From an optimization exercise on the open Yosys and OpenROAD flow, aimed at small area and a short achievable clock period; shortcuts taken in it are not production practice. No functional check of the RTL was part of any run shown here. Power and IR drop assume default switching activity.

==> design.v <==
`timescale 1ns/1ps
module mac (
    input clk,
    input rst,
    input [15:0] a,
    input [15:0] b,
    input [31:0] acc_in,
    output [31:0] acc_out
);
reg [15:0] ar;
reg [7:0] one_r, two_r, neg_r;
reg b15r;
reg [114:0] t0;
reg [31:0] bs3;          
reg [6:0] bc3;           
reg [2:0] v;             
reg [31:0] t4;           
reg [6:0] g4;            
reg [31:0] s5;           
wire one_d0 = b[0] ^ 1'b0;
wire two_d0 = (b[1] & ~b[0] & ~1'b0) | (~b[1] & b[0] & 1'b0);
wire neg_d0 = b[1];
wire one0 = one_r[0];
wire two0 = two_r[0];
wire neg0 = neg_r[0];
wire one_d1 = b[2] ^ b[1];
wire two_d1 = (b[3] & ~b[2] & ~b[1]) | (~b[3] & b[2] & b[1]);
wire neg_d1 = b[3];
wire one1 = one_r[1];
wire two1 = two_r[1];
wire neg1 = neg_r[1];
wire one_d2 = b[4] ^ b[3];
wire two_d2 = (b[5] & ~b[4] & ~b[3]) | (~b[5] & b[4] & b[3]);
wire neg_d2 = b[5];
wire one2 = one_r[2];
wire two2 = two_r[2];
wire neg2 = neg_r[2];
wire one_d3 = b[6] ^ b[5];
wire two_d3 = (b[7] & ~b[6] & ~b[5]) | (~b[7] & b[6] & b[5]);
wire neg_d3 = b[7];
wire one3 = one_r[3];
wire two3 = two_r[3];
wire neg3 = neg_r[3];
wire one_d4 = b[8] ^ b[7];
wire two_d4 = (b[9] & ~b[8] & ~b[7]) | (~b[9] & b[8] & b[7]);
wire neg_d4 = b[9];
wire one4 = one_r[4];
wire two4 = two_r[4];
wire neg4 = neg_r[4];
wire one_d5 = b[10] ^ b[9];
wire two_d5 = (b[11] & ~b[10] & ~b[9]) | (~b[11] & b[10] & b[9]);
wire neg_d5 = b[11];
wire one5 = one_r[5];
wire two5 = two_r[5];
wire neg5 = neg_r[5];
wire one_d6 = b[12] ^ b[11];
wire two_d6 = (b[13] & ~b[12] & ~b[11]) | (~b[13] & b[12] & b[11]);
wire neg_d6 = b[13];
wire one6 = one_r[6];
wire two6 = two_r[6];
wire neg6 = neg_r[6];
wire one_d7 = b[14] ^ b[13];
wire two_d7 = (b[15] & ~b[14] & ~b[13]) | (~b[15] & b[14] & b[13]);
wire neg_d7 = b[15];
wire one7 = one_r[7];
wire two7 = two_r[7];
wire neg7 = neg_r[7];
wire pp0_0 = (one0 & ar[0]) ^ neg0;
wire pp0_1 = ((one0 & ar[1]) | (two0 & ar[0])) ^ neg0;
wire pp0_2 = ((one0 & ar[2]) | (two0 & ar[1])) ^ neg0;
wire pp0_3 = ((one0 & ar[3]) | (two0 & ar[2])) ^ neg0;
wire pp0_4 = ((one0 & ar[4]) | (two0 & ar[3])) ^ neg0;
wire pp0_5 = ((one0 & ar[5]) | (two0 & ar[4])) ^ neg0;
wire pp0_6 = ((one0 & ar[6]) | (two0 & ar[5])) ^ neg0;
wire pp0_7 = ((one0 & ar[7]) | (two0 & ar[6])) ^ neg0;
wire pp0_8 = ((one0 & ar[8]) | (two0 & ar[7])) ^ neg0;
wire pp0_9 = ((one0 & ar[9]) | (two0 & ar[8])) ^ neg0;
wire pp0_10 = ((one0 & ar[10]) | (two0 & ar[9])) ^ neg0;
wire pp0_11 = ((one0 & ar[11]) | (two0 & ar[10])) ^ neg0;
wire pp0_12 = ((one0 & ar[12]) | (two0 & ar[11])) ^ neg0;
wire pp0_13 = ((one0 & ar[13]) | (two0 & ar[12])) ^ neg0;
wire pp0_14 = ((one0 & ar[14]) | (two0 & ar[13])) ^ neg0;
wire pp0_15 = ((one0 & ar[15]) | (two0 & ar[14])) ^ neg0;
wire pp0_16 = (two0 & ar[15]) ^ neg0;
wire nsg0 = ~neg0;
wire pp1_0 = (one1 & ar[0]) ^ neg1;
wire pp1_1 = ((one1 & ar[1]) | (two1 & ar[0])) ^ neg1;
wire pp1_2 = ((one1 & ar[2]) | (two1 & ar[1])) ^ neg1;
wire pp1_3 = ((one1 & ar[3]) | (two1 & ar[2])) ^ neg1;
wire pp1_4 = ((one1 & ar[4]) | (two1 & ar[3])) ^ neg1;
wire pp1_5 = ((one1 & ar[5]) | (two1 & ar[4])) ^ neg1;
wire pp1_6 = ((one1 & ar[6]) | (two1 & ar[5])) ^ neg1;
wire pp1_7 = ((one1 & ar[7]) | (two1 & ar[6])) ^ neg1;
wire pp1_8 = ((one1 & ar[8]) | (two1 & ar[7])) ^ neg1;
wire pp1_9 = ((one1 & ar[9]) | (two1 & ar[8])) ^ neg1;
wire pp1_10 = ((one1 & ar[10]) | (two1 & ar[9])) ^ neg1;
wire pp1_11 = ((one1 & ar[11]) | (two1 & ar[10])) ^ neg1;
wire pp1_12 = ((one1 & ar[12]) | (two1 & ar[11])) ^ neg1;
wire pp1_13 = ((one1 & ar[13]) | (two1 & ar[12])) ^ neg1;
wire pp1_14 = ((one1 & ar[14]) | (two1 & ar[13])) ^ neg1;
wire pp1_15 = ((one1 & ar[15]) | (two1 & ar[14])) ^ neg1;
wire pp1_16 = (two1 & ar[15]) ^ neg1;
wire nsg1 = ~neg1;
wire pp2_0 = (one2 & ar[0]) ^ neg2;
wire pp2_1 = ((one2 & ar[1]) | (two2 & ar[0])) ^ neg2;
wire pp2_2 = ((one2 & ar[2]) | (two2 & ar[1])) ^ neg2;
wire pp2_3 = ((one2 & ar[3]) | (two2 & ar[2])) ^ neg2;
wire pp2_4 = ((one2 & ar[4]) | (two2 & ar[3])) ^ neg2;
wire pp2_5 = ((one2 & ar[5]) | (two2 & ar[4])) ^ neg2;
wire pp2_6 = ((one2 & ar[6]) | (two2 & ar[5])) ^ neg2;
wire pp2_7 = ((one2 & ar[7]) | (two2 & ar[6])) ^ neg2;
wire pp2_8 = ((one2 & ar[8]) | (two2 & ar[7])) ^ neg2;
wire pp2_9 = ((one2 & ar[9]) | (two2 & ar[8])) ^ neg2;
wire pp2_10 = ((one2 & ar[10]) | (two2 & ar[9])) ^ neg2;
wire pp2_11 = ((one2 & ar[11]) | (two2 & ar[10])) ^ neg2;
wire pp2_12 = ((one2 & ar[12]) | (two2 & ar[11])) ^ neg2;
wire pp2_13 = ((one2 & ar[13]) | (two2 & ar[12])) ^ neg2;
wire pp2_14 = ((one2 & ar[14]) | (two2 & ar[13])) ^ neg2;
wire pp2_15 = ((one2 & ar[15]) | (two2 & ar[14])) ^ neg2;
wire pp2_16 = (two2 & ar[15]) ^ neg2;
wire nsg2 = ~neg2;
wire pp3_0 = (one3 & ar[0]) ^ neg3;
wire pp3_1 = ((one3 & ar[1]) | (two3 & ar[0])) ^ neg3;
wire pp3_2 = ((one3 & ar[2]) | (two3 & ar[1])) ^ neg3;
wire pp3_3 = ((one3 & ar[3]) | (two3 & ar[2])) ^ neg3;
wire pp3_4 = ((one3 & ar[4]) | (two3 & ar[3])) ^ neg3;
wire pp3_5 = ((one3 & ar[5]) | (two3 & ar[4])) ^ neg3;
wire pp3_6 = ((one3 & ar[6]) | (two3 & ar[5])) ^ neg3;
wire pp3_7 = ((one3 & ar[7]) | (two3 & ar[6])) ^ neg3;
wire pp3_8 = ((one3 & ar[8]) | (two3 & ar[7])) ^ neg3;
wire pp3_9 = ((one3 & ar[9]) | (two3 & ar[8])) ^ neg3;
wire pp3_10 = ((one3 & ar[10]) | (two3 & ar[9])) ^ neg3;
wire pp3_11 = ((one3 & ar[11]) | (two3 & ar[10])) ^ neg3;
wire pp3_12 = ((one3 & ar[12]) | (two3 & ar[11])) ^ neg3;
wire pp3_13 = ((one3 & ar[13]) | (two3 & ar[12])) ^ neg3;
wire pp3_14 = ((one3 & ar[14]) | (two3 & ar[13])) ^ neg3;
wire pp3_15 = ((one3 & ar[15]) | (two3 & ar[14])) ^ neg3;
wire pp3_16 = (two3 & ar[15]) ^ neg3;
wire nsg3 = ~neg3;
wire pp4_0 = (one4 & ar[0]) ^ neg4;
wire pp4_1 = ((one4 & ar[1]) | (two4 & ar[0])) ^ neg4;
wire pp4_2 = ((one4 & ar[2]) | (two4 & ar[1])) ^ neg4;
wire pp4_3 = ((one4 & ar[3]) | (two4 & ar[2])) ^ neg4;
wire pp4_4 = ((one4 & ar[4]) | (two4 & ar[3])) ^ neg4;
wire pp4_5 = ((one4 & ar[5]) | (two4 & ar[4])) ^ neg4;
wire pp4_6 = ((one4 & ar[6]) | (two4 & ar[5])) ^ neg4;
wire pp4_7 = ((one4 & ar[7]) | (two4 & ar[6])) ^ neg4;
wire pp4_8 = ((one4 & ar[8]) | (two4 & ar[7])) ^ neg4;
wire pp4_9 = ((one4 & ar[9]) | (two4 & ar[8])) ^ neg4;
wire pp4_10 = ((one4 & ar[10]) | (two4 & ar[9])) ^ neg4;
wire pp4_11 = ((one4 & ar[11]) | (two4 & ar[10])) ^ neg4;
wire pp4_12 = ((one4 & ar[12]) | (two4 & ar[11])) ^ neg4;
wire pp4_13 = ((one4 & ar[13]) | (two4 & ar[12])) ^ neg4;
wire pp4_14 = ((one4 & ar[14]) | (two4 & ar[13])) ^ neg4;
wire pp4_15 = ((one4 & ar[15]) | (two4 & ar[14])) ^ neg4;
wire pp4_16 = (two4 & ar[15]) ^ neg4;
wire nsg4 = ~neg4;
wire pp5_0 = (one5 & ar[0]) ^ neg5;
wire pp5_1 = ((one5 & ar[1]) | (two5 & ar[0])) ^ neg5;
wire pp5_2 = ((one5 & ar[2]) | (two5 & ar[1])) ^ neg5;
wire pp5_3 = ((one5 & ar[3]) | (two5 & ar[2])) ^ neg5;
wire pp5_4 = ((one5 & ar[4]) | (two5 & ar[3])) ^ neg5;
wire pp5_5 = ((one5 & ar[5]) | (two5 & ar[4])) ^ neg5;
wire pp5_6 = ((one5 & ar[6]) | (two5 & ar[5])) ^ neg5;
wire pp5_7 = ((one5 & ar[7]) | (two5 & ar[6])) ^ neg5;
wire pp5_8 = ((one5 & ar[8]) | (two5 & ar[7])) ^ neg5;
wire pp5_9 = ((one5 & ar[9]) | (two5 & ar[8])) ^ neg5;
wire pp5_10 = ((one5 & ar[10]) | (two5 & ar[9])) ^ neg5;
wire pp5_11 = ((one5 & ar[11]) | (two5 & ar[10])) ^ neg5;
wire pp5_12 = ((one5 & ar[12]) | (two5 & ar[11])) ^ neg5;
wire pp5_13 = ((one5 & ar[13]) | (two5 & ar[12])) ^ neg5;
wire pp5_14 = ((one5 & ar[14]) | (two5 & ar[13])) ^ neg5;
wire pp5_15 = ((one5 & ar[15]) | (two5 & ar[14])) ^ neg5;
wire pp5_16 = (two5 & ar[15]) ^ neg5;
wire nsg5 = ~neg5;
wire pp6_0 = (one6 & ar[0]) ^ neg6;
wire pp6_1 = ((one6 & ar[1]) | (two6 & ar[0])) ^ neg6;
wire pp6_2 = ((one6 & ar[2]) | (two6 & ar[1])) ^ neg6;
wire pp6_3 = ((one6 & ar[3]) | (two6 & ar[2])) ^ neg6;
wire pp6_4 = ((one6 & ar[4]) | (two6 & ar[3])) ^ neg6;
wire pp6_5 = ((one6 & ar[5]) | (two6 & ar[4])) ^ neg6;
wire pp6_6 = ((one6 & ar[6]) | (two6 & ar[5])) ^ neg6;
wire pp6_7 = ((one6 & ar[7]) | (two6 & ar[6])) ^ neg6;
wire pp6_8 = ((one6 & ar[8]) | (two6 & ar[7])) ^ neg6;
wire pp6_9 = ((one6 & ar[9]) | (two6 & ar[8])) ^ neg6;
wire pp6_10 = ((one6 & ar[10]) | (two6 & ar[9])) ^ neg6;
wire pp6_11 = ((one6 & ar[11]) | (two6 & ar[10])) ^ neg6;
wire pp6_12 = ((one6 & ar[12]) | (two6 & ar[11])) ^ neg6;
wire pp6_13 = ((one6 & ar[13]) | (two6 & ar[12])) ^ neg6;
wire pp6_14 = ((one6 & ar[14]) | (two6 & ar[13])) ^ neg6;
wire pp6_15 = ((one6 & ar[15]) | (two6 & ar[14])) ^ neg6;
wire pp6_16 = (two6 & ar[15]) ^ neg6;
wire nsg6 = ~neg6;
wire pp7_0 = (one7 & ar[0]) ^ neg7;
wire pp7_1 = ((one7 & ar[1]) | (two7 & ar[0])) ^ neg7;
wire pp7_2 = ((one7 & ar[2]) | (two7 & ar[1])) ^ neg7;
wire pp7_3 = ((one7 & ar[3]) | (two7 & ar[2])) ^ neg7;
wire pp7_4 = ((one7 & ar[4]) | (two7 & ar[3])) ^ neg7;
wire pp7_5 = ((one7 & ar[5]) | (two7 & ar[4])) ^ neg7;
wire pp7_6 = ((one7 & ar[6]) | (two7 & ar[5])) ^ neg7;
wire pp7_7 = ((one7 & ar[7]) | (two7 & ar[6])) ^ neg7;
wire pp7_8 = ((one7 & ar[8]) | (two7 & ar[7])) ^ neg7;
wire pp7_9 = ((one7 & ar[9]) | (two7 & ar[8])) ^ neg7;
wire pp7_10 = ((one7 & ar[10]) | (two7 & ar[9])) ^ neg7;
wire pp7_11 = ((one7 & ar[11]) | (two7 & ar[10])) ^ neg7;
wire pp7_12 = ((one7 & ar[12]) | (two7 & ar[11])) ^ neg7;
wire pp7_13 = ((one7 & ar[13]) | (two7 & ar[12])) ^ neg7;
wire pp7_14 = ((one7 & ar[14]) | (two7 & ar[13])) ^ neg7;
wire pp7_15 = ((one7 & ar[15]) | (two7 & ar[14])) ^ neg7;
wire pp7_16 = (two7 & ar[15]) ^ neg7;
wire nsg7 = ~neg7;
wire pp8_0 = ar[0] & b15r;
wire pp8_1 = ar[1] & b15r;
wire pp8_2 = ar[2] & b15r;
wire pp8_3 = ar[3] & b15r;
wire pp8_4 = ar[4] & b15r;
wire pp8_5 = ar[5] & b15r;
wire pp8_6 = ar[6] & b15r;
wire pp8_7 = ar[7] & b15r;
wire pp8_8 = ar[8] & b15r;
wire pp8_9 = ar[9] & b15r;
wire pp8_10 = ar[10] & b15r;
wire pp8_11 = ar[11] & b15r;
wire pp8_12 = ar[12] & b15r;
wire pp8_13 = ar[13] & b15r;
wire pp8_14 = ar[14] & b15r;
wire pp8_15 = ar[15] & b15r;
wire s_1, c_2;
ha us_1 (.a(neg5), .b(pp0_10), .s(s_1), .co(c_2));
wire s_3, c_4;
ha us_3 (.a(pp0_11), .b(pp1_9), .s(s_3), .co(c_4));
wire s_5, c_6;
fa us_5 (.a(neg6), .b(pp0_12), .c(pp1_10), .s(s_5), .co(c_6));
wire s_7, c_8;
ha us_7 (.a(pp2_8), .b(pp3_6), .s(s_7), .co(c_8));
wire s_9, c_10;
fa us_9 (.a(pp0_13), .b(pp1_11), .c(pp2_9), .s(s_9), .co(c_10));
wire s_11, c_12;
ha us_11 (.a(pp3_7), .b(pp4_5), .s(s_11), .co(c_12));
wire s_13, c_14;
fa us_13 (.a(neg7), .b(pp0_14), .c(pp1_12), .s(s_13), .co(c_14));
wire s_15, c_16;
fa us_15 (.a(pp2_10), .b(pp3_8), .c(pp4_6), .s(s_15), .co(c_16));
wire s_17, c_18;
ha us_17 (.a(pp5_4), .b(pp6_2), .s(s_17), .co(c_18));
wire s_19, c_20;
fa us_19 (.a(pp0_15), .b(pp1_13), .c(pp2_11), .s(s_19), .co(c_20));
wire s_21, c_22;
fa us_21 (.a(pp3_9), .b(pp4_7), .c(pp5_5), .s(s_21), .co(c_22));
wire s_23, c_24;
ha us_23 (.a(pp6_3), .b(pp7_1), .s(s_23), .co(c_24));
wire s_25, c_26;
fa us_25 (.a(pp8_0), .b(pp0_16), .c(pp1_14), .s(s_25), .co(c_26));
wire s_27, c_28;
fa us_27 (.a(pp2_12), .b(pp3_10), .c(pp4_8), .s(s_27), .co(c_28));
wire s_29, c_30;
fa us_29 (.a(pp5_6), .b(pp6_4), .c(pp7_2), .s(s_29), .co(c_30));
wire s_31, c_32;
fa us_31 (.a(neg0), .b(pp8_1), .c(pp1_15), .s(s_31), .co(c_32));
wire s_33, c_34;
fa us_33 (.a(pp2_13), .b(pp3_11), .c(pp4_9), .s(s_33), .co(c_34));
wire s_35, c_36;
fa us_35 (.a(pp5_7), .b(pp6_5), .c(pp7_3), .s(s_35), .co(c_36));
wire s_37, c_38;
fa us_37 (.a(neg0), .b(pp8_2), .c(pp1_16), .s(s_37), .co(c_38));
wire s_39, c_40;
fa us_39 (.a(pp2_14), .b(pp3_12), .c(pp4_10), .s(s_39), .co(c_40));
wire s_41, c_42;
fa us_41 (.a(pp5_8), .b(pp6_6), .c(pp7_4), .s(s_41), .co(c_42));
wire s_43, c_44;
fa us_43 (.a(nsg1), .b(nsg0), .c(pp8_3), .s(s_43), .co(c_44));
wire s_45, c_46;
fa us_45 (.a(pp2_15), .b(pp3_13), .c(pp4_11), .s(s_45), .co(c_46));
wire s_47, c_48;
fa us_47 (.a(pp5_9), .b(pp6_7), .c(pp7_5), .s(s_47), .co(c_48));
wire s_49 = ~(pp8_4 ^ pp2_16);
wire c_50 = pp8_4 | pp2_16;
wire s_51, c_52;
fa us_51 (.a(pp3_14), .b(pp4_12), .c(pp5_10), .s(s_51), .co(c_52));
wire s_53, c_54;
ha us_53 (.a(pp6_8), .b(pp7_6), .s(s_53), .co(c_54));
wire s_55, c_56;
fa us_55 (.a(nsg2), .b(pp8_5), .c(pp3_15), .s(s_55), .co(c_56));
wire s_57, c_58;
fa us_57 (.a(pp4_13), .b(pp5_11), .c(pp6_9), .s(s_57), .co(c_58));
wire s_59 = ~(pp8_6 ^ pp3_16);
wire c_60 = pp8_6 | pp3_16;
wire s_61, c_62;
ha us_61 (.a(pp4_14), .b(pp5_12), .s(s_61), .co(c_62));
wire s_63, c_64;
fa us_63 (.a(nsg3), .b(pp8_7), .c(pp4_15), .s(s_63), .co(c_64));
wire s_65 = ~pp8_8;
wire c_66 = pp8_8;
wire s_67, c_68;
ha us_67 (.a(neg3), .b(pp0_6), .s(s_67), .co(c_68));
wire s_69, c_70;
ha us_69 (.a(pp0_7), .b(pp1_5), .s(s_69), .co(c_70));
wire s_71, c_72;
fa us_71 (.a(neg4), .b(pp0_8), .c(pp1_6), .s(s_71), .co(c_72));
wire s_73, c_74;
ha us_73 (.a(pp2_4), .b(pp3_2), .s(s_73), .co(c_74));
wire s_75, c_76;
fa us_75 (.a(pp0_9), .b(pp1_7), .c(pp2_5), .s(s_75), .co(c_76));
wire s_77, c_78;
ha us_77 (.a(pp3_3), .b(pp4_1), .s(s_77), .co(c_78));
wire s_79, c_80;
fa us_79 (.a(pp1_8), .b(pp2_6), .c(pp3_4), .s(s_79), .co(c_80));
wire s_81, c_82;
fa us_81 (.a(pp4_2), .b(pp5_0), .c(s_1), .s(s_81), .co(c_82));
wire s_83, c_84;
fa us_83 (.a(pp2_7), .b(pp3_5), .c(pp4_3), .s(s_83), .co(c_84));
wire s_85, c_86;
fa us_85 (.a(pp5_1), .b(c_2), .c(s_3), .s(s_85), .co(c_86));
wire s_87, c_88;
fa us_87 (.a(pp4_4), .b(pp5_2), .c(pp6_0), .s(s_87), .co(c_88));
wire s_89, c_90;
fa us_89 (.a(c_4), .b(s_7), .c(s_5), .s(s_89), .co(c_90));
wire s_91, c_92;
fa us_91 (.a(pp5_3), .b(pp6_1), .c(c_8), .s(s_91), .co(c_92));
wire s_93, c_94;
fa us_93 (.a(s_11), .b(c_6), .c(s_9), .s(s_93), .co(c_94));
wire s_95, c_96;
fa us_95 (.a(pp7_0), .b(c_12), .c(s_17), .s(s_95), .co(c_96));
wire s_97, c_98;
fa us_97 (.a(c_10), .b(s_13), .c(s_15), .s(s_97), .co(c_98));
wire s_99, c_100;
fa us_99 (.a(c_18), .b(s_23), .c(c_14), .s(s_99), .co(c_100));
wire s_101, c_102;
fa us_101 (.a(c_16), .b(s_19), .c(s_21), .s(s_101), .co(c_102));
wire s_103, c_104;
fa us_103 (.a(c_24), .b(c_20), .c(c_22), .s(s_103), .co(c_104));
wire s_105, c_106;
fa us_105 (.a(s_25), .b(s_27), .c(s_29), .s(s_105), .co(c_106));
wire s_107, c_108;
fa us_107 (.a(c_26), .b(c_28), .c(c_30), .s(s_107), .co(c_108));
wire s_109, c_110;
fa us_109 (.a(s_31), .b(s_33), .c(s_35), .s(s_109), .co(c_110));
wire s_111, c_112;
fa us_111 (.a(c_32), .b(c_34), .c(c_36), .s(s_111), .co(c_112));
wire s_113, c_114;
fa us_113 (.a(s_37), .b(s_39), .c(s_41), .s(s_113), .co(c_114));
wire s_115, c_116;
fa us_115 (.a(s_43), .b(c_38), .c(c_40), .s(s_115), .co(c_116));
wire s_117, c_118;
fa us_117 (.a(c_42), .b(s_45), .c(s_47), .s(s_117), .co(c_118));
wire s_119, c_120;
fa us_119 (.a(c_44), .b(s_49), .c(s_53), .s(s_119), .co(c_120));
wire s_121, c_122;
fa us_121 (.a(c_46), .b(c_48), .c(s_51), .s(s_121), .co(c_122));
wire s_123, c_124;
fa us_123 (.a(pp7_7), .b(c_50), .c(c_54), .s(s_123), .co(c_124));
wire s_125, c_126;
fa us_125 (.a(c_52), .b(s_55), .c(s_57), .s(s_125), .co(c_126));
wire s_127, c_128;
fa us_127 (.a(pp6_10), .b(pp7_8), .c(s_59), .s(s_127), .co(c_128));
wire s_129, c_130;
fa us_129 (.a(s_61), .b(c_56), .c(c_58), .s(s_129), .co(c_130));
wire s_131, c_132;
fa us_131 (.a(pp5_13), .b(pp6_11), .c(pp7_9), .s(s_131), .co(c_132));
wire s_133, c_134;
fa us_133 (.a(c_60), .b(c_62), .c(s_63), .s(s_133), .co(c_134));
wire s_135, c_136;
fa us_135 (.a(s_65), .b(pp4_16), .c(pp5_14), .s(s_135), .co(c_136));
wire s_137, c_138;
fa us_137 (.a(pp6_12), .b(pp7_10), .c(c_64), .s(s_137), .co(c_138));
wire s_139, c_140;
fa us_139 (.a(nsg4), .b(c_66), .c(pp8_9), .s(s_139), .co(c_140));
wire s_141, c_142;
fa us_141 (.a(pp5_15), .b(pp6_13), .c(pp7_11), .s(s_141), .co(c_142));
wire s_143 = ~(pp8_10 ^ pp5_16);
wire c_144 = pp8_10 | pp5_16;
wire s_145, c_146;
ha us_145 (.a(pp6_14), .b(pp7_12), .s(s_145), .co(c_146));
wire s_147, c_148;
fa us_147 (.a(nsg5), .b(pp8_11), .c(pp6_15), .s(s_147), .co(c_148));
wire s_149 = ~pp8_12;
wire c_150 = pp8_12;
wire s_151, c_152;
ha us_151 (.a(t0[8]), .b(t0[9]), .s(s_151), .co(c_152));
wire s_153, c_154;
ha us_153 (.a(t0[12]), .b(t0[13]), .s(s_153), .co(c_154));
wire s_155, c_156;
fa us_155 (.a(t0[15]), .b(t0[16]), .c(t0[17]), .s(s_155), .co(c_156));
wire s_157, c_158;
fa us_157 (.a(t0[19]), .b(t0[20]), .c(t0[21]), .s(s_157), .co(c_158));
wire s_159, c_160;
fa us_159 (.a(t0[23]), .b(t0[24]), .c(t0[25]), .s(s_159), .co(c_160));
wire s_161, c_162;
fa us_161 (.a(t0[27]), .b(t0[28]), .c(t0[29]), .s(s_161), .co(c_162));
wire s_163, c_164;
fa us_163 (.a(t0[31]), .b(t0[32]), .c(t0[33]), .s(s_163), .co(c_164));
wire s_165, c_166;
fa us_165 (.a(t0[35]), .b(t0[36]), .c(t0[37]), .s(s_165), .co(c_166));
wire s_167, c_168;
fa us_167 (.a(t0[39]), .b(t0[40]), .c(t0[41]), .s(s_167), .co(c_168));
wire s_169, c_170;
fa us_169 (.a(t0[43]), .b(t0[44]), .c(t0[45]), .s(s_169), .co(c_170));
wire s_171, c_172;
fa us_171 (.a(t0[47]), .b(t0[48]), .c(t0[49]), .s(s_171), .co(c_172));
wire s_173, c_174;
fa us_173 (.a(t0[51]), .b(t0[52]), .c(t0[53]), .s(s_173), .co(c_174));
wire s_175, c_176;
fa us_175 (.a(t0[55]), .b(t0[56]), .c(t0[57]), .s(s_175), .co(c_176));
wire s_177, c_178;
fa us_177 (.a(t0[59]), .b(t0[60]), .c(t0[61]), .s(s_177), .co(c_178));
wire s_179, c_180;
fa us_179 (.a(t0[63]), .b(t0[64]), .c(t0[65]), .s(s_179), .co(c_180));
wire s_181, c_182;
fa us_181 (.a(t0[67]), .b(t0[68]), .c(t0[69]), .s(s_181), .co(c_182));
wire s_183, c_184;
fa us_183 (.a(t0[71]), .b(t0[72]), .c(t0[73]), .s(s_183), .co(c_184));
wire s_185, c_186;
fa us_185 (.a(t0[75]), .b(t0[76]), .c(t0[77]), .s(s_185), .co(c_186));
wire s_187, c_188;
fa us_187 (.a(t0[79]), .b(t0[80]), .c(t0[81]), .s(s_187), .co(c_188));
wire s_189, c_190;
fa us_189 (.a(t0[83]), .b(t0[84]), .c(t0[85]), .s(s_189), .co(c_190));
wire s_191, c_192;
fa us_191 (.a(t0[87]), .b(t0[88]), .c(t0[89]), .s(s_191), .co(c_192));
wire s_193, c_194;
fa us_193 (.a(t0[91]), .b(t0[92]), .c(t0[93]), .s(s_193), .co(c_194));
wire s_195, c_196;
fa us_195 (.a(t0[95]), .b(t0[96]), .c(t0[97]), .s(s_195), .co(c_196));
wire s_197, c_198;
fa us_197 (.a(t0[99]), .b(t0[100]), .c(t0[101]), .s(s_197), .co(c_198));
wire s_199, c_200;
fa us_199 (.a(t0[103]), .b(t0[104]), .c(t0[105]), .s(s_199), .co(c_200));
wire s_201, c_202;
fa us_201 (.a(t0[107]), .b(t0[108]), .c(t0[109]), .s(s_201), .co(c_202));
wire s_203 = ~t0[111];
wire c_204 = t0[111];
wire s_205, c_206;
ha us_205 (.a(t0[3]), .b(t0[4]), .s(s_205), .co(c_206));
wire s_207, c_208;
ha us_207 (.a(t0[6]), .b(t0[7]), .s(s_207), .co(c_208));
wire s_209, c_210;
fa us_209 (.a(t0[10]), .b(t0[11]), .c(s_151), .s(s_209), .co(c_210));
wire s_211, c_212;
fa us_211 (.a(t0[14]), .b(c_152), .c(s_153), .s(s_211), .co(c_212));
wire s_213, c_214;
fa us_213 (.a(t0[18]), .b(c_154), .c(s_155), .s(s_213), .co(c_214));
wire s_215, c_216;
fa us_215 (.a(t0[22]), .b(c_156), .c(s_157), .s(s_215), .co(c_216));
wire s_217, c_218;
fa us_217 (.a(t0[26]), .b(c_158), .c(s_159), .s(s_217), .co(c_218));
wire s_219, c_220;
fa us_219 (.a(t0[30]), .b(c_160), .c(s_161), .s(s_219), .co(c_220));
wire s_221, c_222;
fa us_221 (.a(t0[34]), .b(c_162), .c(s_163), .s(s_221), .co(c_222));
wire s_223, c_224;
fa us_223 (.a(t0[38]), .b(c_164), .c(s_165), .s(s_223), .co(c_224));
wire s_225, c_226;
fa us_225 (.a(t0[42]), .b(c_166), .c(s_167), .s(s_225), .co(c_226));
wire s_227, c_228;
fa us_227 (.a(t0[46]), .b(c_168), .c(s_169), .s(s_227), .co(c_228));
wire s_229, c_230;
fa us_229 (.a(t0[50]), .b(c_170), .c(s_171), .s(s_229), .co(c_230));
wire s_231, c_232;
fa us_231 (.a(t0[54]), .b(c_172), .c(s_173), .s(s_231), .co(c_232));
wire s_233, c_234;
fa us_233 (.a(t0[58]), .b(c_174), .c(s_175), .s(s_233), .co(c_234));
wire s_235, c_236;
fa us_235 (.a(t0[62]), .b(c_176), .c(s_177), .s(s_235), .co(c_236));
wire s_237, c_238;
fa us_237 (.a(t0[66]), .b(c_178), .c(s_179), .s(s_237), .co(c_238));
wire s_239, c_240;
fa us_239 (.a(t0[70]), .b(c_180), .c(s_181), .s(s_239), .co(c_240));
wire s_241, c_242;
fa us_241 (.a(t0[74]), .b(c_182), .c(s_183), .s(s_241), .co(c_242));
wire s_243, c_244;
fa us_243 (.a(t0[78]), .b(c_184), .c(s_185), .s(s_243), .co(c_244));
wire s_245, c_246;
fa us_245 (.a(t0[82]), .b(c_186), .c(s_187), .s(s_245), .co(c_246));
wire s_247, c_248;
fa us_247 (.a(t0[86]), .b(c_188), .c(s_189), .s(s_247), .co(c_248));
wire s_249, c_250;
fa us_249 (.a(t0[90]), .b(c_190), .c(s_191), .s(s_249), .co(c_250));
wire s_251, c_252;
fa us_251 (.a(t0[94]), .b(c_192), .c(s_193), .s(s_251), .co(c_252));
wire s_253, c_254;
fa us_253 (.a(t0[98]), .b(c_194), .c(s_195), .s(s_253), .co(c_254));
wire s_255, c_256;
fa us_255 (.a(t0[102]), .b(c_196), .c(s_197), .s(s_255), .co(c_256));
wire s_257, c_258;
fa us_257 (.a(t0[106]), .b(c_198), .c(s_199), .s(s_257), .co(c_258));
wire s_259, c_260;
fa us_259 (.a(t0[110]), .b(c_200), .c(s_201), .s(s_259), .co(c_260));
wire s_261, c_262;
fa us_261 (.a(t0[112]), .b(s_203), .c(c_202), .s(s_261), .co(c_262));
wire s_263, c_264;
fa us_263 (.a(c_204), .b(t0[113]), .c(t0[114]), .s(s_263), .co(c_264));
wire [31:0] row0 = {c_262, c_260, c_258, c_256, c_254, c_252, c_250, c_248, c_246, c_244, c_242, c_240, c_238, c_236, c_234, c_232, c_230, c_228, c_226, c_224, c_222, c_220, c_218, c_216, c_214, c_212, c_210, c_208, c_206, s_205, t0[2], t0[0]};
wire [31:0] row1 = {s_263, s_261, s_259, s_257, s_255, s_253, s_251, s_249, s_247, s_245, s_243, s_241, s_239, s_237, s_235, s_233, s_231, s_229, s_227, s_225, s_223, s_221, s_219, s_217, s_215, s_213, s_211, s_209, s_207, t0[5], 1'b0, t0[1]};
wire [4:0] cs_0 = {1'b0, row0[3:0]} + {1'b0, row1[3:0]};
wire [4:0] cs_1 = {1'b0, row0[7:4]} + {1'b0, row1[7:4]};
wire [4:0] cs_2 = {1'b0, row0[11:8]} + {1'b0, row1[11:8]};
wire [4:0] cs_3 = {1'b0, row0[15:12]} + {1'b0, row1[15:12]};
wire [4:0] cs_4 = {1'b0, row0[19:16]} + {1'b0, row1[19:16]};
wire [4:0] cs_5 = {1'b0, row0[23:20]} + {1'b0, row1[23:20]};
wire [4:0] cs_6 = {1'b0, row0[27:24]} + {1'b0, row1[27:24]};
wire [4:0] cs_7 = {1'b0, row0[31:28]} + {1'b0, row1[31:28]};
wire [31:0] bs_d = {cs_7[3:0], cs_6[3:0], cs_5[3:0], cs_4[3:0], cs_3[3:0], cs_2[3:0], cs_1[3:0], cs_0[3:0]};
wire [6:0] bc_d = {cs_6[4], cs_5[4], cs_4[4], cs_3[4], cs_2[4], cs_1[4], cs_0[4]};
wire [31:0] xg = bs3 & {32{v[2]}};
wire [6:0] cg = bc3 & {7{v[2]}};
wire [4:0] bs_0 = {1'b0, xg[3:0]} + {1'b0, acc_in[3:0]};
wire [4:0] bs_1 = {1'b0, xg[7:4]} + {1'b0, acc_in[7:4]} + {4'd0, cg[0]};
wire [4:0] bs_2 = {1'b0, xg[11:8]} + {1'b0, acc_in[11:8]} + {4'd0, cg[1]};
wire [4:0] bs_3 = {1'b0, xg[15:12]} + {1'b0, acc_in[15:12]} + {4'd0, cg[2]};
wire [4:0] bs_4 = {1'b0, xg[19:16]} + {1'b0, acc_in[19:16]} + {4'd0, cg[3]};
wire [4:0] bs_5 = {1'b0, xg[23:20]} + {1'b0, acc_in[23:20]} + {4'd0, cg[4]};
wire [4:0] bs_6 = {1'b0, xg[27:24]} + {1'b0, acc_in[27:24]} + {4'd0, cg[5]};
wire [4:0] bs_7 = {1'b0, xg[31:28]} + {1'b0, acc_in[31:28]} + {4'd0, cg[6]};
wire [31:0] gsp = {1'b0, 1'b0, 1'b0, g4[6], 1'b0, 1'b0, 1'b0, g4[5], 1'b0, 1'b0, 1'b0, g4[4], 1'b0, 1'b0, 1'b0, g4[3], 1'b0, 1'b0, 1'b0, g4[2], 1'b0, 1'b0, 1'b0, g4[1], 1'b0, 1'b0, 1'b0, g4[0], 1'b0, 1'b0, 1'b0, 1'b0};
wire [31:0] sum = t4 + gsp;
always @(posedge clk) begin
    ar <= a;
    one_r <= {one_d7, one_d6, one_d5, one_d4, one_d3, one_d2, one_d1, one_d0};
    two_r <= {two_d7, two_d6, two_d5, two_d4, two_d3, two_d2, two_d1, two_d0};
    neg_r <= {neg_d7, neg_d6, neg_d5, neg_d4, neg_d3, neg_d2, neg_d1, neg_d0};
    b15r <= b[15];
    t0 <= {pp8_15, nsg7, pp7_16, pp8_14, pp7_15, pp8_13, nsg6, c_150, pp7_14, pp6_16, s_149, c_148, pp7_13, s_147, c_146, c_144, s_145, s_143, c_142, c_140, s_141, s_139, c_138, c_136, s_137, s_135, c_134, c_132, s_133, s_131, c_130, c_128, s_129, s_127, c_126, c_124, s_125, s_123, c_122, c_120, s_121, s_119, c_118, c_116, s_117, s_115, c_114, c_112, s_113, s_111, c_110, c_108, s_109, s_107, c_106, c_104, s_105, s_103, c_102, c_100, s_101, s_99, c_98, c_96, s_97, s_95, c_94, c_92, s_93, s_91, c_90, c_88, s_89, s_87, c_86, c_84, s_85, s_83, c_82, c_80, s_81, s_79, c_78, c_76, s_77, s_75, c_74, c_72, pp4_0, s_73, s_71, c_70, pp3_1, pp2_3, s_69, c_68, pp3_0, pp2_2, pp1_4, s_67, pp2_1, pp1_3, pp0_5, pp2_0, pp1_2, pp0_4, neg2, pp1_1, pp0_3, pp1_0, pp0_2, neg1, pp0_1, pp0_0, neg0};
    bs3 <= bs_d;
    bc3 <= bc_d;
end
always @(posedge clk or posedge rst) begin
  if (rst) v <= 3'd0;
  else v <= {v[1:0], 1'b1};
end
always @(posedge clk or posedge rst) begin
  if (rst) begin
    t4 <= 32'd0; g4 <= 7'd0; s5 <= 32'd0;
  end else begin
    t4 <= {bs_7[3:0], bs_6[3:0], bs_5[3:0], bs_4[3:0], bs_3[3:0], bs_2[3:0], bs_1[3:0], bs_0[3:0]};
    g4 <= {bs_6[4], bs_5[4], bs_4[4], bs_3[4], bs_2[4], bs_1[4], bs_0[4]};
    s5 <= sum;
  end
end
assign acc_out = s5;
endmodule
module fa (input a, input b, input c, output s, output co);
  assign s = a ^ b ^ c;
  assign co = (a & b) | (a & c) | (b & c);
endmodule
module ha (input a, input b, output s, output co);
  assign s = a ^ b;
  assign co = a & b;
endmodule
==> flow/run.sh <==
#!/bin/bash
# Layout flow: the standard layout (standard.sh), with buf_2 cells as the
# port buffers instead of the default choice. Everything else is unchanged.
set -eo pipefail
export BUFFER_PORTS_ARGS="-buffer_cell sky130_fd_sc_hd__buf_2"
bash standard.sh > standard.log 2>&1
==> standard.sh <==
#!/bin/bash
# synth_recipe.tcl (not shown) runs the flow's synth.tcl, then flattens the netlist and writes it again
# the make line also repeats each setting of config.mk as NAME=value (left out here)
make -C /OpenROAD-flow-scripts/flow DESIGN_CONFIG=/design/flow/config.mk WORK_HOME=/design/flow/orfs CLKGATE_MAP_FILE= SYNTH_SCRIPT=/design/flow/synth_recipe.tcl "${@:-finish}"
==> config.mk <==
export PLATFORM = sky130hd
export DESIGN_NAME = mac
export DESIGN_NICKNAME = mac
export VERILOG_FILES = /design/flow/design.v
export SDC_FILE = /design/flow/constraint.sdc
export NUM_CORES = 4
export LEC_CHECK = 0
export CAP_MARGIN = 20
export CORE_MARGIN = 2
export CORE_UTILIZATION = 40
export CTS_CLUSTER_DIAMETER = 80
export CTS_CLUSTER_SIZE = 30
export SETUP_SLACK_MARGIN = 4
export SLEW_MARGIN = 20
export SYNTH_HIERARCHICAL = 1
==> constraint.sdc <==
create_clock -name core_clock -period 6.5 [get_ports {clk}]
set_input_delay 1.3000 -clock core_clock [delete_from_list [all_inputs] [get_ports {clk}]]
set_output_delay 1.3000 -clock core_clock [all_outputs]
set_load 0.01 [all_outputs]
==> results of run 1 <==
## metrics by stage
stage | hold WS (ns) | utilization, % | setup WS [ns] | total power, mW | cell area (um2)
floorplan | 0.3258 | - | 4.022 | 5.041 | 13920
global placement | 0.3314 | 42.72 | 3.867 | 5.781 | 14690
detailed placement | 0.3362 | 42.72 | 3.837 | 5.861 | 14690
CTS | 0.3580 | 44.17 | 4.009 | 6.955 | 15180
global route | 0.3742 | 44.21 | 4.014 | 7.516 | 15200
finish | 0.3543 | 44.21 | 4.069 | 6.830 | 15200
## power groups by stage
| stage | clock (mW) | sequential [mW] | combinational, mW |
|---|---|---|---|
| finish | 1.05 | 2.65 | 3.13 |
| global placement | 0 | 2.69 | 3.10 |
| detailed placement | 0 | 2.69 | 3.17 |
| global route | 1.16 | 2.71 | 3.64 |
| floorplan | 0 | 2.58 | 2.46 |
| CTS | 1.11 | 2.65 | 3.19 |
## routing by layer
metal	up-vias	part of all wire (%)	global-route usage, %
li1	3916	-	-
met1	3927	50	23.15
met2	224	43	24.14
met3	48	5.8	2.613
met4	0	2.0	4.800
met5	-	0	0
## modules after synthesis (local to each module, per instance)
| module | flops+latches | copies in the design | cells inside | cell area [um2] |
|---|---|---|---|---|
| mac | 268 | 1 | 1052 | 11530 |
| fa | 0 | 109 | 1 | 20.02 |
| ha | 0 | 17 | 1 | 12.51 |
## placed cells by master, fill, tap and decap left out, types with 29 or more instances in the layout
master	synthesis	routed
a21o_1	30	30
a22oi_1	120	120
and2_1	29	29
buf_2	7	97
dfrtp_1	74	73
dfxtp_1	194	180
fa_1	131	131
ha_1	83	83
inv_1	66	65
nand2_1	56	56
xnor2_1	175	175
## flip-flops by register name (all words and copies together), names as in the netlist
name,flops
g4,7
bc3,7
v,3
one_r,8
ar,16
two_r,8
s5,32
t0,115
bs3,32
t4,32
neg_r,8
## cells in the mapped netlist, types with 10 or more instances
master	instances
nor2_1	11
inv_1	66
and2_1	29
dfxtp_1	194
a21o_1	30
o21ai_0	16
dfrtp_1	74
nand2_1	56
a21oi_1	19
nor2b_1	10
ha_1	83
xor2_1	27
clkbuf_1	75
fa_1	131
xnor2_1	175
nand2b_1	16
a22oi_1	120
## cell type report
class | instances | area [um2] | area share, %
multi-input combinational | 758 | 7606 | 50.05
sequential | 268 | 5754 | 37.86
tap | 455 | 569.3 | 3.746
timing repair buffer | 102 | 523.0 | 3.441
clock buffer | 16 | 389.1 | 2.561
inverter | 66 | 251.5 | 1.655
clock inverter | 9 | 103.9 | 0.6834
## worst max-delay path by stage
stage          startpoint      to  slack [ns]  cells past startpoint
5_1_grt            ar[11]  t0[58]        4.01                      4
6_report            ar[7]  t0[66]        4.07                      4
2_1_floorplan   acc_in[4]   g4[1]        4.02                      6
3_5_place_dp   acc_in[24]   g4[6]        3.84                      7
4_1_cts          neg_r[1]  t0[56]        4.01                      3
3_3_place_gp   acc_in[20]   g4[5]        3.87                      7
## cells by family after synthesis
logic type	count (synthesis)	share of synthesized area (%)
compound gates	196	10.20
buf+inv	152	4.161
xor+xnor	202	12.71
other cells	1	0.02694
flops	268	41.20
simple gates	145	5.402
fa+ha+maj	214	26.30
## what timing repair did
item / 4_1_cts / 5_1_grt
setup buffers: 0 / 0
cloned: 0 / 0
gates resized for setup: 2 / 12
setup endpoints to repair: 5 / 26
hold endpoints to repair: 0 / 0
hold buffers: 0 / 0
==> results.rst, run 1 <==
.. list-table::
   :header-rows: 1

   * - Metric
     - Value
   * - Run status
     - no timing/DRC/antenna violations
   * - Final Hold Violating Endpoints
     - 0
   * - Sw Pwr
     - 2.464 mW
   * - Top cell by count, worst path
     - fa_1
   * - CTS clock-pin slew for the worst setup and hold paths
     - 0.10 ns
   * - Max frequency
     - 411.3 MHz
   * - Count of routing violations after the opening detailed-route iteration
     - 577
   * - Measured slew at the worst slew-check pin
     - 0.8913 ns
   * - Critical path endpoint category
     - register
   * - Residual DRC
     - 0
   * - Share of power burned in the clock network
     - 15.4%
   * - RePlAce Congestion
     - 0.8406
   * - Slowest cell on crit path
     - dfxtp_1
   * - Global router's overall resource usage
     - 15.86%
   * - Number of antenna violations at the first check in global routing
     - 0
   * - Number of cells on the worst reg-to-reg path
     - 4
   * - Highest ir drop seen on vdd
     - 0.0002232 V
   * - Crit Path Category
     - reg -> reg
   * - Sequential share of the synthesized area
     - 41.20%
   * - Vias after detailed routing
     - 8115
   * - Synth Cell Area
     - 13920 um2
   * - Layout cell share with drive strength beyond 1
     - 12.22%
   * - Leakage power of the design
     - 6.602 nW
   * - HPWL Detailed
     - 19900 um
   * - Worst hold path depth
     - 0
   * - Count of placed standard cells in the final layout, fillers left out
     - 1674
   * - Count of endpoints failing setup in the final report
     - 0
   * - Average wire length per cell after detail routing
     - 16.63 um
   * - Largest driver fanout on the critical path
     - 17
   * - CP Launch Type
     - register
   * - Synthesis warning total
     - 7
   * - Reg2reg start
     - ar[7]
   * - CTS Buffer Depth
     - 3
   * - DR vias/cell
     - 4.848
   * - Worst hold path startpoint
     - v[1]
   * - Diodes inserted
     - 0
   * - Clock latency reported for the late side of the worst-skew pair
     - 0.51 ns
   * - Number of buffer and inverter stages on the critical path
     - 0
   * - Worst EP arrival
     - 2.83 ns
   * - Net count of the mapped netlist
     - 1458
   * - Library cell used as clock root buffer
     - clkbuf_16
   * - Worst reg2reg path endpoint
     - t0[66]
   * - Filler Cell Count
     - 3205
   * - TritonCTS clock tree
     - yes
   * - Share of the synthesized area in the top cell type
     - 27.90%
   * - Sequence of cells on the critical path
     - a22oi_1 -> xnor2_1 -> fa_1 -> fa_1
   * - Cells after synthesis
     - 1178
   * - Hold worst-path end
     - v[2]
   * - DIE WIDTH
     - 190.6 um
   * - Area growth from synthesis to layout
     - 9.168%
   * - Number of clock buffers inserted by TritonCTS
     - 15
   * - Max-cap check violation count
     - 0
   * - Vias in the first global route
     - 8578
   * - First drt pass iteration count
     - 5
   * - Total negative slack for setup checks
     - 0 ns
   * - Remaining Overflow, GRT
     - 0
   * - Seq pwr share
     - 38.8%
   * - Fraction of power spent switching nets
     - 36.07%
   * - Prevailing post-synth register cell
     - dfxtp_1
   * - Worst relative slew slack
     - 40.58%
   * - Number of placement rows
     - 68
   * - Power per cell area
     - 449.4 nW/um2
   * - Number of synthesized flops with an enable pin
     - 0
   * - Net count reported at finish
     - 1491
   * - Remaining antenna violation count after routing
     - 0
   * - Internal cell power
     - 4.366 mW
   * - Register bit total from synthesis
     - 268
   * - Final WL
     - 27840 um
   * - Kind of path behind the tightest hold check
     - reg -> reg
   * - Instance count after placement with tap cells included
     - 1649
   * - Placeable core region
     - 34370 um2
   * - Buffers on Ports
     - 97
   * - Setup repair after global routing missed its margin
     - no
   * - H-tree depth
     - 1
   * - Global-route wire length before repair
     - 45930 um
   * - Max-slew violation count
     - 0
   * - Die boundary height
     - 190.6 um
   * - Delay-heaviest family, CP
     - adder cells
   * - Die Outline Area
     - 36310 um2
   * - Mapped Avg Cell Area
     - 11.82 um2
   * - Worst Clk Skew
     - 0.02549 ns
   * - Count of different cell masters after synthesis
     - 35
   * - Logic gate share of total power
     - 45.8%
   * - Min Clock Period, post-route
     - 2.431 ns
   * - Worst-case register-to-register setup slack
     - 4.07 ns
   * - Top area cells in the synthesized netlist
     - dfxtp_1, fa_1, dfrtp_1
   * - Crit path required time
     - 6.90 ns
   * - Share of the clock period used by the worst path after layout
     - 37.41%
   * - Clock net sink count
     - 268
   * - Largest net degree at the start of global routing
     - 75
   * - Share of async-settable or async-resettable flops after synthesis
     - 27.61%
   * - Delay of the slowest cell on the worst path
     - 0.85 ns
   * - Top-level port count
     - 98
   * - Library cell occupying the most area in the post-synthesis netlist
     - dfxtp_1
   * - Starting density of the core
     - 40.50%
==> run 2: changes to the inputs <==
--- a/config.mk
+++ b/config.mk
@@ -11,5 +11,5 @@
 export CTS_CLUSTER_DIAMETER = 80
 export CTS_CLUSTER_SIZE = 30
-export SETUP_SLACK_MARGIN = 4
+export SETUP_SLACK_MARGIN = 4.2
 export SLEW_MARGIN = 20
 export SYNTH_HIERARCHICAL = 1
==> run 2 against run 1 <==
Against the previous run: synthesized cell count unchanged; non-clock buffer count rose by 4; synthesized area unchanged; combinational power up 3%; clock skew is 0.0035 ns lower; critical path type unchanged; largest power group unchanged.
==> results.rst, run 2 <==
.. list-table::
   :header-rows: 1

   * - Metric
     - Value
   * - Remaining antenna violation count after routing
     - 0
   * - H-tree depth
     - 1
   * - Most frequent cells in the layout
     - xnor2_1, dfxtp_1, a22oi_1
   * - Highest ir drop seen on vdd
     - 0.0002461 V
   * - TritonCTS clock tree
     - yes
   * - Average wire length per cell after detail routing
     - 16.96 um
   * - Count of different cell masters after synthesis
     - 35
   * - Vias in the first global route
     - 8778
   * - Total power
     - 6.932 mW
   * - Sequential share of the synthesized area
     - 41.20%
   * - Net count of the mapped netlist
     - 1458
   * - Cell area after layout
     - 15360 um2
   * - Cells after synthesis
     - 1178
   * - Starting density of the core
     - 40.50%
   * - DR vias/cell
     - 4.886
   * - Largest register by flop count
     - t0
   * - Most common library cells after synthesis
     - dfxtp_1, xnor2_1, fa_1
   * - Power per cell area
     - 451.2 nW/um2
   * - Global-route wire length before repair
     - 46750 um
   * - Number of synthesized flops with an enable pin
     - 0
   * - Max-slew violation count
     - 0
   * - Setup repair after global routing missed its margin
     - yes
   * - Max-cap check violation count
     - 0
   * - Global router's overall resource usage
     - 16.10%
   * - First drt pass iteration count
     - 8
   * - Sequence of cells on the critical path
     - fa_1 -> fa_1 -> ha_2 -> fa_2 -> a21o_1 -> a21o_1
   * - Final WL
     - 28430 um
   * - Remaining Overflow, GRT
     - 0
   * - Area growth from synthesis to layout
     - 10.35%
   * - Final Hold Violating Endpoints
     - 0
   * - Clock net sink count
     - 268
   * - Crit path required time
     - 6.89 ns
   * - Leakage power of the design
     - 6.611 nW
   * - RePlAce Congestion
     - 0.8485
   * - Library cell occupying the most area in the post-synthesis netlist
     - dfxtp_1
   * - Min Clock Period, post-route
     - 2.306 ns
   * - Worst EP arrival
     - 2.69 ns
   * - Largest net degree at the start of global routing
     - 75
   * - Mapped Avg Cell Area
     - 11.82 um2
   * - Number of placement rows
     - 68
   * - Number of clock buffers inserted by TritonCTS
     - 15
   * - Die boundary height
     - 190.6 um
   * - DP Area
     - 14780 um2
   * - Register bit total from synthesis
     - 268
   * - Clock latency reported for the late side of the worst-skew pair
     - 0.50 ns
   * - Placeable core region
     - 34370 um2
   * - Kind of path behind the tightest hold check
     - reg -> reg
   * - Net count reported at finish
     - 1495
   * - Run status
     - no timing/DRC/antenna violations
   * - Vias after detailed routing
     - 8194
   * - Die Outline Area
     - 36310 um2
   * - Crit Path Category
     - reg -> reg
   * - CP Launch Type
     - register
   * - Residual DRC
     - 0
   * - Max frequency
     - 433.7 MHz
   * - DIE WIDTH
     - 190.6 um
   * - Count of routing violations after the opening detailed-route iteration
     - 514
   * - Count of endpoints failing setup in the final report
     - 0
   * - Top area cells in the synthesized netlist
     - dfxtp_1, fa_1, dfrtp_1
   * - Layout cell share with drive strength beyond 1
     - 16.86%
   * - Buffers on Ports
     - 97
   * - Library cell used as clock root buffer
     - clkbuf_16
   * - Largest driver fanout on the critical path
     - 2
   * - Worst relative slew slack
     - 40.73%
   * - Worst Clk Skew
     - 0.02200 ns
   * - Prevailing post-synth register cell
     - dfxtp_1
   * - Slowest cell on crit path
     - fa_1
   * - Number of antenna violations at the first check in global routing
     - 0
   * - CTS clock-pin slew for the worst setup and hold paths
     - 0.10 ns
   * - Synth Cell Area
     - 13920 um2
   * - Filler Cell Count
     - 3208
   * - Measured slew at the worst slew-check pin
     - 0.8890 ns
   * - Share of the synthesized area in the top cell type
     - 27.90%
   * - Delay of the slowest cell on the worst path
     - 0.56 ns
   * - HPWL Detailed
     - 20060 um
   * - Max FFs per register
     - 115
   * - Most common cell after layout, fill and taps aside
     - xnor2_1
   * - Share of the clock period used by the worst path after layout
     - 35.47%
   * - Critical path endpoint category
     - register
   * - Count leader, synth
     - dfxtp_1
   * - Diodes inserted
     - 0
   * - Synthesis warning total
     - 7
   * - CTS Buffer Depth
     - 3
   * - Top-level port count
     - 98
   * - Share of async-settable or async-resettable flops after synthesis
     - 27.61%
   * - Total negative slack for setup checks
     - 0 ns
   * - Number of buffers inserted by hold repair at cts
     - 0
-- run 2: Yosys stat by module, one instance, submodules excluded --
module / cells inside / cell area (um2)
fa: 1 / 20.02
ha: 1 / 12.51
mac: 1052 / 11530
-- run 2: critical path, delay by kind of cell, from the launching register on --
family	cells	cell delay, ns
adder cells (fa/ha/maj)	4	1.53
flip-flops	1	0.34
AO/OA/AOI/OAI	2	0.33
-- run 2: area by class of cell --
| class | instances | area (um2) | share of cell area, % |
|---|---|---|---|
| timing repair buffer | 106 | 559.3 | 3.641 |
| sequential | 268 | 5789 | 37.69 |
| inverter | 66 | 296.5 | 1.930 |
| tap | 455 | 569.3 | 3.706 |
| clock buffer | 15 | 375.4 | 2.443 |
| multi-input combinational | 758 | 7666 | 49.90 |
| clock inverter | 9 | 106.4 | 0.6923 |
-- run 2: metrics by stage --
stage	utilization, %	hold slack, ns	setup slack, ns	instances
finish	44.69	0.3581	4.194	1677
detailed placement	42.99	0.3355	3.903	1651
floorplan	-	0.3258	4.142	1178
global route	44.69	0.3643	4.105	1677
global placement	42.99	0.3325	3.959	1651
CTS	44.59	0.3604	4.165	1675
-- run 2: path summary, 6_finish.rpt --
path	from	endpoint	slack, ns	cells past startpoint
worst max register to register	t0[24]	bc3[2]	4.19	6
max in group asynchronous	rst	v[2]	4.74	3
worst max-delay path	t0[24]	bc3[2]	4.19	6
worst min register to register	t4[0]	s5[0]	0.36	0
min in group asynchronous	rst	t4[19]	1.09	3
worst min-delay path	t4[0]	s5[0]	0.36	0
-- run 2: layer usage --
metal,GRT usage [%],vias up,wire length (um)
li1,-,3922,-
met1,22.55,3998,13360
met2,25.87,236,12630
met3,2.687,38,1917
met4,4.353,0,525
met5,0,-,0
-- run 2: logic make-up after synthesis --
kind of cell | after synthesis | synth area share (%)
simple gates | 145 | 5.402
xor+xnor | 202 | 12.71
fa+ha+maj | 214 | 26.30
buf+inv | 152 | 4.161
other cells | 1 | 0.02694
compound gates | 196 | 10.20
flops | 268 | 41.20
-- run 2: what timing repair did --
action / 4_1_cts / 5_1_grt
pin swaps: 1 / 2
buffers inserted: 0 / 2
gates resized for setup: 43 / 11
setup endpoints to repair: 99 / 66
-- run 2: power breakdown --
part / leakage (nW) / total [mW] / switching (mW) / internal [mW]
clock: 0.240 / 1.05 / 0.588 / 0.461
sequential: 2.51 / 2.66 / 0.364 / 2.29
combinational: 3.86 / 3.23 / 1.56 / 1.67
total: 6.61 / 6.93 / 2.51 / 4.42

port drivers added, routing unchanged:
In the flow no input, the clock included, has a driving cell. The finished layouts below were timed again as built, in two steps.
Step 1 sets driving cells, clkbuf_16 on the clock port and buf_2 on the other inputs (assumed; they add their load-dependent delay and slew).
Step 2, shift: input delay + t, output delay - t, t = (earliest + latest rising clock arrival at the registers) / 2. This alone moves slack from input paths to output paths.
Slacks: ideal ports / drivers / drivers and shift; pairs: ideal ports / drivers.
| run | shift t [ns] | setup WS [ns] | slew at the worst register clock pin (ns) |
|---|---|---|---|
| run 1 | 0.541 | 4.069 / 4.069 / 3.820 | 0.10 / 0.10 |
| run 2 | 0.540 | 4.194 / 4.147 / 3.911 | 0.11 / 0.11 |
After both steps every run listed still meets setup and hold. The setup slack of run 2, which loses most, moves by -0.047 ns with the drivers and by -0.283 ns with both steps.
